This is an optimization exercise on Yosys and OpenROAD, whose aim is small area and a short achievable clock period, not a production implementation. The RTL was checked by simulation tests, not by an equivalence proof against the original design. Power and IR drop assume default switching activity.

## main
// arb_vrp_top
module arb_vrp_top (
    input               clk,
    input               rst_n,
    input   [31:0]      v_vld_s,
    output  [31:0]      v_rdy_s,
    input   [1023:0]    v_pld_s,
    output              vld_m,
    input               rdy_m,
    output  [31:0]      pld_m
);
Settings: LEC_CHECK=0, CAP_MARGIN=40, CORE_AREA=5 5 395 395, DIE_AREA=0 0 400 400, SETUP_SLACK_MARGIN=2.6, SLEW_MARGIN=40, SYNTH_HIERARCHICAL=1, SYNTH_MINIMUM_KEEP_SIZE=0; clock period 7.0 ns.
standard.sh (not shown) runs the stock make flow with config.mk's settings and CLKGATE_MAP_FILE= SYNTH_SCRIPT=/design/flow/synth_recipe.tcl, a recipe that flattens the netlist after the stock synthesis.
==> flow/flow/run.sh <==
#!/bin/bash
# Standard ORFS layout with two changes: ports are buffered with buf_1 instead
# of the delay buffer that buffer_ports picks by default, and CTS inserts no
# dummy loads. Make's output goes to flow_make.log; each ORFS step keeps its
# own log under orfs/logs/.
set -uo pipefail
bash standard.sh \
    "BUFFER_PORTS_ARGS=-buffer_cell sky130_fd_sc_hd__buf_1" \
    "CTS_ARGS=-sink_clustering_enable -repair_clock_nets -dont_use_dummy_load" \
    finish > flow_make.log 2>&1
Input changes introduced in the feature branch (baseline for comparison: main):
- SETUP_SLACK_MARGIN: 2.6 -> 2.0
==> notes.md <==
Going from main to the feature branch, delay contributed by the slowest stage of the critical path went up 0.21 ns; overall routing resource usage down 1.6 points; shortest period the worst path allows saw an increase; via count moved down; violation count after the first detailed-routing iteration fell by 11%. Changes observed in the feature branch relative to main: post-detailed-placement half-perimeter wirelength shows a reduction of 2.8%; non-clock buffer count went down.


Another version of the RTL of arb_vrp_top (not shown whole).
For scale: about 3,100 cells after synthesis, ~530 flip-flops, roughly 1,100 I/O pins, roughly 27,000 um^2 of cells after synthesis.
==> flow/config.mk <==
export PLATFORM = sky130hd
export DESIGN_NAME = arb_vrp_top
export DESIGN_NICKNAME = arb_vrp_top
export VERILOG_FILES = /design/flow/design.v
export SDC_FILE = /design/flow/constraint.sdc
export NUM_CORES = 4
export LEC_CHECK = 0
export CAP_MARGIN = 40
export CORE_AREA = 5 5 395 395
export DIE_AREA = 0 0 400 400
export SETUP_SLACK_MARGIN = 2.0
export SLEW_MARGIN = 40
export SYNTH_HIERARCHICAL = 1
export SYNTH_MINIMUM_KEEP_SIZE = 0
==> flow/constraint.sdc <==
create_clock -name core_clock -period 7.0 [get_ports {clk}]
set_input_delay 1.4000 -clock core_clock [delete_from_list [all_inputs] [get_ports {clk}]]
set_output_delay 1.4000 -clock core_clock [all_outputs]
set_load 0.01 [all_outputs]
Scripts as last shown in full above: flow/flow/run.sh
The starting point completed with no timing, DRC or antenna violations.
Next try:
==> flow/flow/run.sh (replaced) <==
#!/bin/bash
# Standard ORFS layout with these changes: ports are buffered with buf_1
# instead of the delay buffer that buffer_ports picks by default, and CTS uses
# clkbuf_8 and inserts no dummy loads. Make's output goes to flow_make.log;
# each ORFS step keeps its own log under orfs/logs/.
set -uo pipefail
bash standard.sh \
    "BUFFER_PORTS_ARGS=-buffer_cell sky130_fd_sc_hd__buf_1" \
    "CTS_ARGS=-sink_clustering_enable -repair_clock_nets -dont_use_dummy_load -buf_list sky130_fd_sc_hd__clkbuf_8" \
    finish > flow_make.log 2>&1
Result: Clock power fell by 11%. Sequential power is about the same. Total power fell by 3.6%. Hold slack stays flat. Worst setup slack gets worse by 0.062 ns. Area after synthesis stays the same. Sequential share of layout area rose by 0.14 points. Cell area fell by 0.48%. First-iteration DRC count rose by 2.6%. Clock-buffer cell count rose by 32.


Another version of the RTL of arb_vrp_top (not shown whole).
For scale: about 530 flip-flops.
Settings: LEC_CHECK=0, CAP_MARGIN=40, CORE_AREA=5 5 395 395, DIE_AREA=0 0 400 400, SETUP_SLACK_MARGIN=2.5, SLEW_MARGIN=40, SYNTH_HIERARCHICAL=1, SYNTH_MINIMUM_KEEP_SIZE=0; clock period 7.0 ns.
==> flow/flow/run.sh <==
#!/bin/bash
# Standard ORFS layout with these changes: ports are buffered with buf_1
# instead of the delay buffer that buffer_ports picks by default, and CTS uses
# clkbuf_8 and inserts no dummy loads. Make's output goes to flow_make.log;
# each ORFS step keeps its own log under orfs/logs/.
set -uo pipefail
bash standard.sh \
    "BUFFER_PORTS_ARGS=-buffer_cell sky130_fd_sc_hd__buf_1" \
    "CTS_ARGS=-sink_clustering_enable -repair_clock_nets -dont_use_dummy_load -buf_list sky130_fd_sc_hd__clkbuf_8" \
    finish > flow_make.log 2>&1
The starting point finished with timing, DRC and antenna clean.
Change:
Settings changed: CAP_MARGIN 40 to 20, SETUP_SLACK_MARGIN 2.5 to 2.6, SLEW_MARGIN 40 to 20.
Effect:
- design area goes up by 1.7%
- global-route usage goes up by 0.23 points
- sequential share of layout area is lower by 0.46 points
- worst hold slack is about the same
Change:
==> flow/flow/run.sh (replaced) <==
#!/bin/bash
# Standard ORFS layout with two changes: ports are buffered with buf_1 instead
# of the delay buffer that buffer_ports picks by default, and CTS inserts no
# dummy loads. Make's output goes to flow_make.log; each ORFS step keeps its
# own log under orfs/logs/.
set -uo pipefail
bash standard.sh \
    "BUFFER_PORTS_ARGS=-buffer_cell sky130_fd_sc_hd__buf_1" \
    "CTS_ARGS=-sink_clustering_enable -repair_clock_nets -dont_use_dummy_load" \
    finish > flow_make.log 2>&1
Settings changed: CAP_MARGIN 20 to 40, SLEW_MARGIN 20 to 40.
What happened: Design area went down slightly. Combinational power went down by a few percent. Routed wire length went down slightly. Clock power went up by roughly a tenth. Synthesized area is unchanged. Synthesized cell count does not change. Non-clock buffer count went up by 30. Final cell count hardly moves.

re-timing with driven ports:
The flow's constraints put no driver on any port. The routed layouts listed below were extracted and timed again, unchanged, in two steps.
Step 1: set_driving_cell puts a clkbuf_16 on clk and a buf_2 on each other input, an assumption about the parent block.
Step 2, shift: input delay + t, output delay - t, t = (earliest + latest rising clock arrival at the registers) / 2. This alone moves slack from input paths to output paths.
a / b / c = ideal ports / drivers / drivers and shift; a / b = the first two.
| run | shift t [ns] | slack for setup (ns) | worst setup path after step 2 |
|---|---|---|---|
| main | 0.759 | 2.490 / 2.453 / 1.854 | input to register |
| the feature branch | 0.736 | 1.920 / 1.842 / 1.202 | input to register |
| the first run of note 2 | 0.704 | 1.868 / 1.796 / 1.173 | input to register |
| the second run of note 2 | 0.759 | 1.805 / 1.737 / 1.358 | input to register |
| the first run of note 3 | 0.759 | 2.280 / 2.278 / 1.519 | input to register |
| the second run of note 3 | 0.788 | 2.379 / 2.355 / 1.566 | input to register |
| the third run of note 3 | 0.722 | 2.494 / 2.420 / 1.813 | input to register |
After both steps every run listed still meets setup and hold. For the second run of note 3, which loses most, drivers alone change the setup slack by -0.024 ns; drivers and shift together by -0.813 ns.
